From an optimization exercise on the open Yosys and OpenROAD flow, aimed at small area, a short achievable clock period and few clock cycles per item; shortcuts taken in it are not production practice. Power and IR drop assume default switching activity.

middle:
==> flow/design.v <==
module qoi_compressor (
    input  wire        rstn,
    input  wire        clk,
    output reg         ctrl_ready,
    input  wire        ctrl_start,
    input  wire [15:0] ctrl_width,
    input  wire [15:0] ctrl_height,
    output reg         i_tready,
    input  wire        i_tvalid,
    input  wire        i_tlast,
    input  wire [ 7:0] i_R, i_G, i_B,
    input  wire        o_tready,
    output reg         o_tvalid,
    output reg         o_tlast,
    output reg  [ 3:0] o_tkeep,
    output reg  [31:0] o_tdata
);
localparam [1:0] K_PIX = 2'd0, K_H0 = 2'd1, K_H1 = 2'd2, K_H2 = 2'd3;
localparam [2:0] S_IDLE = 3'd0, S_H0 = 3'd1, S_H1 = 3'd2, S_H2 = 3'd3, S_PIX = 3'd4;
reg  [ 2:0] state;
reg  [15:0] img_w, img_h;
reg         first_pend;           
reg         I_v, I_first, I_last;
reg  [ 1:0] I_k;
reg  [23:0] I_px;                 
reg         A_v, A_first, A_last;
reg  [ 1:0] A_k;
reg  [23:0] A_px;
reg  [ 3:0] A_h0, A_h1, A_h2;        
reg  [ 7:0] A_dR, A_dG, A_dB;
reg         S_v;                  
wire        out_ok = ~S_v;
wire A_hold = A_v & (A_k == K_PIX) & ~A_last;
wire A_lpix = A_v & (A_k == K_PIX) & A_last;    
wire adv    = out_ok & (I_v | ~A_hold);
wire I_cons = adv & ~A_lpix;
wire I_free = ~I_v | (out_ok & ~A_lpix);         
wire take = i_tvalid & i_tready;
wire inj  = (state == S_H0 || state == S_H1 || state == S_H2) & I_free;
reg  [2:0] state_n;
always @* begin
    state_n = state;
    case (state)
        S_IDLE: if (ctrl_start & ctrl_ready) state_n = S_H0;
        S_H0:   if (I_free) state_n = S_H1;
        S_H1:   if (I_free) state_n = S_H2;
        S_H2:   if (I_free) state_n = S_PIX;
        default: if (take & i_tlast) state_n = S_IDLE;
    endcase
end
wire I_v_n = take | inj | (I_v & ~I_cons);
wire        W_v;
wire        W_last;
wire [ 3:0] W_keep;
wire [31:0] W_data;
wire push  = adv & W_v;
wire o_cons = o_tvalid & o_tready;
wire S_v_n = S_v ? ~o_tready : (o_tvalid & ~o_tready & push);
always @(posedge clk or negedge rstn)
    if (~rstn) begin
        state      <= S_IDLE;
        ctrl_ready <= 1'b0;
        i_tready   <= 1'b0;
        I_v        <= 1'b0;
        S_v        <= 1'b0;
    end else begin
        state      <= state_n;
        ctrl_ready <= (state_n == S_IDLE);
        i_tready   <= (state_n == S_PIX) & (~I_v_n | ~S_v_n);
        I_v        <= I_v_n;
        S_v        <= S_v_n;
    end
always @(posedge clk) begin
    if (ctrl_start && ctrl_ready) begin
        img_w <= ctrl_width;
        img_w[0] <= ctrl_width[0] | (ctrl_width == 16'd0);
        img_h <= ctrl_height;
        img_h[0] <= ctrl_height[0] | (ctrl_height == 16'd0);
    end
    if (inj) first_pend <= 1'b1;
    else if (take) first_pend <= 1'b0;
end
reg  [5:0] I_hs, I_hc;
wire [5:0] o1 = i_R[5:0], o2 = {i_R[4:0], 1'b0}, o3 = i_G[5:0];
wire [5:0] o4 = {i_G[3:0], 2'b0}, o5 = {i_B[2:0], 3'b0}, o6 = ~i_B[5:0];
wire [5:0] s1 = o1 ^ o2 ^ o3, c1 = {(o1[4:0] & o2[4:0]) | (o1[4:0] & o3[4:0]) | (o2[4:0] & o3[4:0]), 1'b0};
wire [5:0] s2 = o4 ^ o5 ^ o6, c2 = {(o4[4:0] & o5[4:0]) | (o4[4:0] & o6[4:0]) | (o5[4:0] & o6[4:0]), 1'b0};
wire [5:0] s3 = s1 ^ c1 ^ s2, c3 = {(s1[4:0] & c1[4:0]) | (s1[4:0] & s2[4:0]) | (c1[4:0] & s2[4:0]), 1'b0};
wire [5:0] s4 = s3 ^ c3 ^ c2, c4 = {(s3[4:0] & c3[4:0]) | (s3[4:0] & c2[4:0]) | (c3[4:0] & c2[4:0]), 1'b0};
always @(posedge clk)
    if (i_tready) begin
        I_hs <= s4;
        I_hc <= c4;
    end
always @(posedge clk)
    if (i_tready) begin
        I_k     <= K_PIX;
        I_first <= first_pend;
        I_last  <= i_tlast;
        I_px    <= {i_R, i_G, i_B};
    end else if (inj) begin
        I_first <= 1'b0;
        I_last  <= 1'b0;
        case (state)
            S_H0:    begin I_k <= K_H0; I_px <= 24'h6F_69_66; end         
            S_H1:    begin I_k <= K_H1; I_px <= {8'h00, img_w[15:8], img_w[7:0]}; end
            default: begin I_k <= K_H2; I_px <= {8'h00, img_h[15:8], img_h[7:0]}; end
        endcase
    end
wire [7:0] iR = I_px[23:16], iG = I_px[15:8], iB = I_px[7:0];
wire [5:0] hash = I_hs + I_hc + 6'd54;
always @(posedge clk or negedge rstn)
    if (~rstn) A_v <= 1'b0;
    else if (adv) A_v <= I_v & ~A_lpix;
always @(posedge clk)
    if (adv) begin
        A_k     <= I_k;
        A_first <= I_first;
        A_last  <= I_last;
        A_px    <= I_px;
        A_h0    <= 4'b1 << hash[1:0];
        A_h1    <= 4'b1 << hash[3:2];
        A_h2    <= 4'b1 << hash[5:4];
        A_dR    <= iR - A_px[23:16];
        A_dG    <= iG - A_px[15: 8];
        A_dB    <= iB - A_px[ 7: 0];
    end
wire A_same = ~|{A_dR, A_dG, A_dB};
reg  [17:0] tab_d [0:63];
reg  [63:0] tab_v;
wire        A_pix = A_v & (A_k == K_PIX);
wire        A_clr = A_v & (A_k == K_H0);
wire [17:0] A_key = {A_px[23:22], A_px[15:0]};
genvar gi;
generate
    for (gi = 0; gi < 64; gi = gi + 1) begin : g_tab
        always @(posedge clk) begin
            if (adv & A_pix & A_sel[gi]) tab_d[gi] <= A_key;
            if (adv & A_clr) tab_v[gi] <= 1'b0;
            else if (adv & A_pix & A_sel[gi]) tab_v[gi] <= 1'b1;
        end
    end
endgenerate
wire [63:0] A_sel;
reg  [18:0] rd;
integer ri;
generate
    for (gi = 0; gi < 64; gi = gi + 1) begin : g_sel
        assign A_sel[gi] = A_h2[gi / 16] & A_h1[(gi / 4) % 4] & A_h0[gi % 4];
    end
endgenerate
always @* begin
    rd = 19'd0;
    for (ri = 0; ri < 64; ri = ri + 1)
        rd = rd | ({19{A_sel[ri]}} & {tab_v[ri], tab_d[ri]});
end
reg         B_v, B_first, B_last, B_run;
reg  [ 1:0] B_k;
reg  [23:0] B_px;
reg  [ 5:0] B_h, B_q;             
reg  [18:0] B_rd;
reg         B_diff, B_luma;
reg  [ 5:0] B_dcode;
reg  [13:0] B_lcode;
wire A_run = A_pix & A_same & ~A_first & ~(B_run & (B_q == 6'd61));
wire [7:0] dR2 = A_dR + 8'd2, dG2 = A_dG + 8'd2, dB2 = A_dB + 8'd2;
wire [7:0] lG  = A_dG + 8'd32;
wire [7:0] lR  = A_dR - A_dG + 8'd8;
wire [7:0] lB  = A_dB - A_dG + 8'd8;
always @(posedge clk or negedge rstn)
    if (~rstn) B_v <= 1'b0;
    else if (adv) B_v <= A_v;
always @(posedge clk)
    if (adv) begin
        B_k     <= A_k;
        B_first <= A_first;
        B_last  <= A_last;
        B_px    <= A_px;
        B_h     <= {A_h2[3] | A_h2[2], A_h2[3] | A_h2[1],
                    A_h1[3] | A_h1[2], A_h1[3] | A_h1[1],
                    A_h0[3] | A_h0[2], A_h0[3] | A_h0[1]};
        B_rd    <= rd;
        B_run   <= A_run;
        B_q     <= B_run ? B_q + 6'd1 : 6'd0;
        B_diff  <= (dR2[7:2] == 6'd0) & (dG2[7:2] == 6'd0) & (dB2[7:2] == 6'd0);
        B_dcode <= {dR2[1:0], dG2[1:0], dB2[1:0]};
        B_luma  <= (lG[7:6] == 2'd0) & (lR[7:4] == 4'd0) & (lB[7:4] == 4'd0);
        B_lcode <= {lR[3:0], lB[3:0], lG[5:0]};
    end
reg         C_v, C_last, C_h2;
reg  [ 2:0] C_n;
reg  [31:0] C_bytes;
wire B_pix   = B_v & (B_k == K_PIX);
wire B_match = B_rd[18] & (B_rd[17:0] == {B_px[23:22], B_px[15:0]});
always @(posedge clk or negedge rstn)
    if (~rstn) C_v <= 1'b0;
    else if (adv) C_v <= B_v;
always @(posedge clk)
    if (adv) begin
        C_last <= B_pix & B_last;
        C_h2   <= B_v & (B_k == K_H2);
        if (~B_v) begin
            C_n     <= 3'd0;
            C_bytes <= 32'hx;
        end else if (B_pix & B_run) begin
            C_n     <= (A_run & ~B_last) ? 3'd0 : 3'd1;
            C_bytes <= {24'hx, 2'b11, B_q};
        end else if (B_pix & ~B_first & B_match) begin
            C_n     <= 3'd1;
            C_bytes <= {24'hx, 2'b00, B_h};
        end else if (B_pix & ~B_first & B_diff) begin
            C_n     <= 3'd1;
            C_bytes <= {24'hx, 2'b01, B_dcode};
        end else if (B_pix & ~B_first & B_luma) begin
            C_n     <= 3'd2;
            C_bytes <= {16'hx, B_lcode[13:6], 2'b10, B_lcode[5:0]};
        end else begin
            C_n     <= 3'd4;
            C_bytes <= {B_px[7:0], B_px[15:8], B_px[23:16],
                        (B_k == K_PIX) ? 8'hFE : (B_k == K_H0) ? 8'h71 : 8'h00};
        end
    end
reg  [ 1:0] P_cnt;
reg  [23:0] P_rem;
reg         P_flush;
wire [ 3:0] tot = {2'b0, P_cnt} + {1'b0, C_n};
reg  [55:0] merged;
always @*
    case (P_cnt)
        2'd0: merged = {24'hx, C_bytes};
        2'd1: merged = {16'hx, C_bytes, P_rem[7:0]};
        2'd2: merged = { 8'hx, C_bytes, P_rem[15:0]};
        default: merged = {C_bytes, P_rem};
    endcase
wire cv = C_v;
assign W_v    = P_flush | (cv & (tot[2] | C_last));
assign W_last = P_flush | (C_last & ~tot[3] & ~(tot[2] & |tot[1:0]));
wire [2:0] kcnt = P_flush ? {1'b0, P_cnt} : (C_last & ~tot[2]) ? tot[2:0] : 3'd4;
assign W_keep = (kcnt == 3'd1) ? 4'b0001 : (kcnt == 3'd2) ? 4'b0011 : (kcnt == 3'd3) ? 4'b0111 : 4'b1111;
assign W_data = P_flush ? {8'hx, P_rem} : merged[31:0];
always @(posedge clk or negedge rstn)
    if (~rstn) begin
        P_cnt   <= 2'd0;
        P_flush <= 1'b0;
    end else if (adv) begin
        if (P_flush) begin
            P_cnt   <= 2'd0;
            P_flush <= 1'b0;
        end else if (cv & C_h2) begin
            P_cnt   <= 2'd2;
        end else if (cv & C_last) begin
            P_cnt   <= (tot > 4'd4) ? tot[1:0] : 2'd0;
            P_flush <= (tot > 4'd4);
        end else if (cv) begin
            P_cnt   <= tot[1:0];
        end
    end
always @(posedge clk)
    if (adv & ~P_flush & cv) begin
        if (C_h2)        P_rem <= 24'h00_03;         
        else if (tot[2]) P_rem <= merged[55:32];
        else             P_rem <= merged[23:0];
    end
reg        S_last;
reg [ 3:0] S_keep;
reg [31:0] S_data;
always @(posedge clk or negedge rstn)
    if (~rstn) o_tvalid <= 1'b0;
    else if (~o_tvalid | o_tready) o_tvalid <= S_v | push;
always @(posedge clk) begin
    if (~o_tvalid | o_tready) begin
        if (S_v) begin
            o_tlast <= S_last; o_tkeep <= S_keep; o_tdata <= S_data;
        end else begin
            o_tlast <= W_last; o_tkeep <= W_keep; o_tdata <= W_data;
        end
    end
    if (~S_v) begin
        S_last <= W_last; S_keep <= W_keep; S_data <= W_data;
    end
end
endmodule
Settings: LEC_CHECK=0, CAP_MARGIN=20, CORE_MARGIN=2, CORE_UTILIZATION=40, SETUP_SLACK_MARGIN=2.5, SLEW_MARGIN=20; clock period 5.0 ns.
run.sh (not shown) runs the stock make flow with config.mk's settings and CLKGATE_MAP_FILE= SYNTH_SCRIPT=/design/flow/synth_recipe.tcl, a recipe that flattens the netlist after the stock synthesis.
## Diff of input files: north against middle
--- a/flow/design.v
+++ b/flow/design.v
@@ -25,9 +25,10 @@
 reg  [23:0] I_px;                 
 reg         A_v, A_first, A_last;
 reg  [ 1:0] A_k;
 reg  [23:0] A_px;
-reg  [ 3:0] A_h0, A_h1, A_h2;        
+reg  [ 5:0] A_h;
+reg  [63:0] A_sel;                  
 reg  [ 7:0] A_dR, A_dG, A_dB;
 reg         S_v;                  
 wire        out_ok = ~S_v;
 wire A_hold = A_v & (A_k == K_PIX) & ~A_last;
@@ -117,11 +118,10 @@
         A_k     <= I_k;
         A_first <= I_first;
         A_last  <= I_last;
         A_px    <= I_px;
-        A_h0    <= 4'b1 << hash[1:0];
-        A_h1    <= 4'b1 << hash[3:2];
-        A_h2    <= 4'b1 << hash[5:4];
+        A_h     <= hash;
+        A_sel   <= 64'd1 << hash;
         A_dR    <= iR - A_px[23:16];
         A_dG    <= iG - A_px[15: 8];
         A_dB    <= iB - A_px[ 7: 0];
     end
@@ -140,16 +140,10 @@
             else if (adv & A_pix & A_sel[gi]) tab_v[gi] <= 1'b1;
         end
     end
 endgenerate
-wire [63:0] A_sel;
 reg  [18:0] rd;
 integer ri;
-generate
-    for (gi = 0; gi < 64; gi = gi + 1) begin : g_sel
-        assign A_sel[gi] = A_h2[gi / 16] & A_h1[(gi / 4) % 4] & A_h0[gi % 4];
-    end
-endgenerate
 always @* begin
     rd = 19'd0;
     for (ri = 0; ri < 64; ri = ri + 1)
         rd = rd | ({19{A_sel[ri]}} & {tab_v[ri], tab_d[ri]});
@@ -162,12 +156,11 @@
 reg         B_diff, B_luma;
 reg  [ 5:0] B_dcode;
 reg  [13:0] B_lcode;
 wire A_run = A_pix & A_same & ~A_first & ~(B_run & (B_q == 6'd61));
-wire [7:0] dR2 = A_dR + 8'd2, dG2 = A_dG + 8'd2, dB2 = A_dB + 8'd2;
-wire [7:0] lG  = A_dG + 8'd32;
-wire [7:0] lR  = A_dR - A_dG + 8'd8;
-wire [7:0] lB  = A_dB - A_dG + 8'd8;
+wire [7:0] xR = A_dR - A_dG, xB = A_dB - A_dG;
+wire diff_ok = (&A_dR[7:1] | ~|A_dR[7:1]) & (&A_dG[7:1] | ~|A_dG[7:1]) & (&A_dB[7:1] | ~|A_dB[7:1]);
+wire luma_ok = (&A_dG[7:5] | ~|A_dG[7:5]) & (&xR[7:3] | ~|xR[7:3]) & (&xB[7:3] | ~|xB[7:3]);
 always @(posedge clk or negedge rstn)
     if (~rstn) B_v <= 1'b0;
     else if (adv) B_v <= A_v;
 always @(posedge clk)
@@ -175,18 +168,16 @@
         B_k     <= A_k;
         B_first <= A_first;
         B_last  <= A_last;
         B_px    <= A_px;
-        B_h     <= {A_h2[3] | A_h2[2], A_h2[3] | A_h2[1],
-                    A_h1[3] | A_h1[2], A_h1[3] | A_h1[1],
-                    A_h0[3] | A_h0[2], A_h0[3] | A_h0[1]};
+        B_h     <= A_h;
         B_rd    <= rd;
         B_run   <= A_run;
         B_q     <= B_run ? B_q + 6'd1 : 6'd0;
-        B_diff  <= (dR2[7:2] == 6'd0) & (dG2[7:2] == 6'd0) & (dB2[7:2] == 6'd0);
-        B_dcode <= {dR2[1:0], dG2[1:0], dB2[1:0]};
-        B_luma  <= (lG[7:6] == 2'd0) & (lR[7:4] == 4'd0) & (lB[7:4] == 4'd0);
-        B_lcode <= {lR[3:0], lB[3:0], lG[5:0]};
+        B_diff  <= diff_ok;
+        B_dcode <= {~A_dR[1], A_dR[0], ~A_dG[1], A_dG[0], ~A_dB[1], A_dB[0]};    
+        B_luma  <= luma_ok;
+        B_lcode <= {~xR[3], xR[2:0], ~xB[3], xB[2:0], ~A_dG[5], A_dG[4:0]};       
     end
 reg         C_v, C_last, C_h2;
 reg  [ 2:0] C_n;
 reg  [31:0] C_bytes;
NOTE number of sequential storage elements middle->north increased by a few percent
In the reports for middle and north, the larger number of standard-cell rows in the floorplan belongs to north.
Power share of the combinational group: north < middle
The hold-fix buffer count after cts on middle is in line with that on north.
Power (north over middle): increase, about 2.2%
Per the comparison of north with middle, total clock sinks rose by 3.7%, wire length of the first global-routing pass fell by 29000 um, arrival time at the worst endpoint fell by 0.41 ns, per-instance average area after synthesis rose by about 6%, clock network fraction of total power rose by 0.3 points.
Compared with middle, north shows a lower final worst-path cycle share.
Compared with middle, in north transition time at the pin with the least slew margin fell by 0.25 ns; smallest setup slack after layout rose 0.38 ns.
When north is set beside middle, its global-route usage turns out to be 3.1 points smaller.
No functional check of the RTL was part of any run of this note.

==> separate check: timing with driven ports <==
No port has a modelled driver above. Below, the same layouts with a new extraction and two added sets of constraints. Step 1: set_driving_cell puts a clkbuf_16 on clk and a buf_2 on each other input, an assumption about the parent block. Step 2, shift: input delay + t, output delay - t, t = (earliest + latest rising clock arrival at the registers) / 2. This alone moves slack from input paths to output paths. Three values: no drivers, after step 1, after step 2; two values: the first two.
| run | t (ns) | setup WS [ns] | worst hold slack (ns) | worst setup path at the end | slew at the worst register clock pin (ns) |
|---|---|---|---|---|---|
| middle | 0.901 | 1.810 / 1.810 / 1.664 | 0.417 / 0.417 / 0.417 | input to register | 0.07 / 0.07 |
| north | 0.893 | 2.187 / 2.187 / 1.693 | 0.417 / 0.417 / 0.417 | input to register | 0.07 / 0.07 |
After both steps setup and hold are still met in every run listed. For north, which loses most, drivers alone change the setup slack by 0.000 ns; drivers and shift together by -0.494 ns.
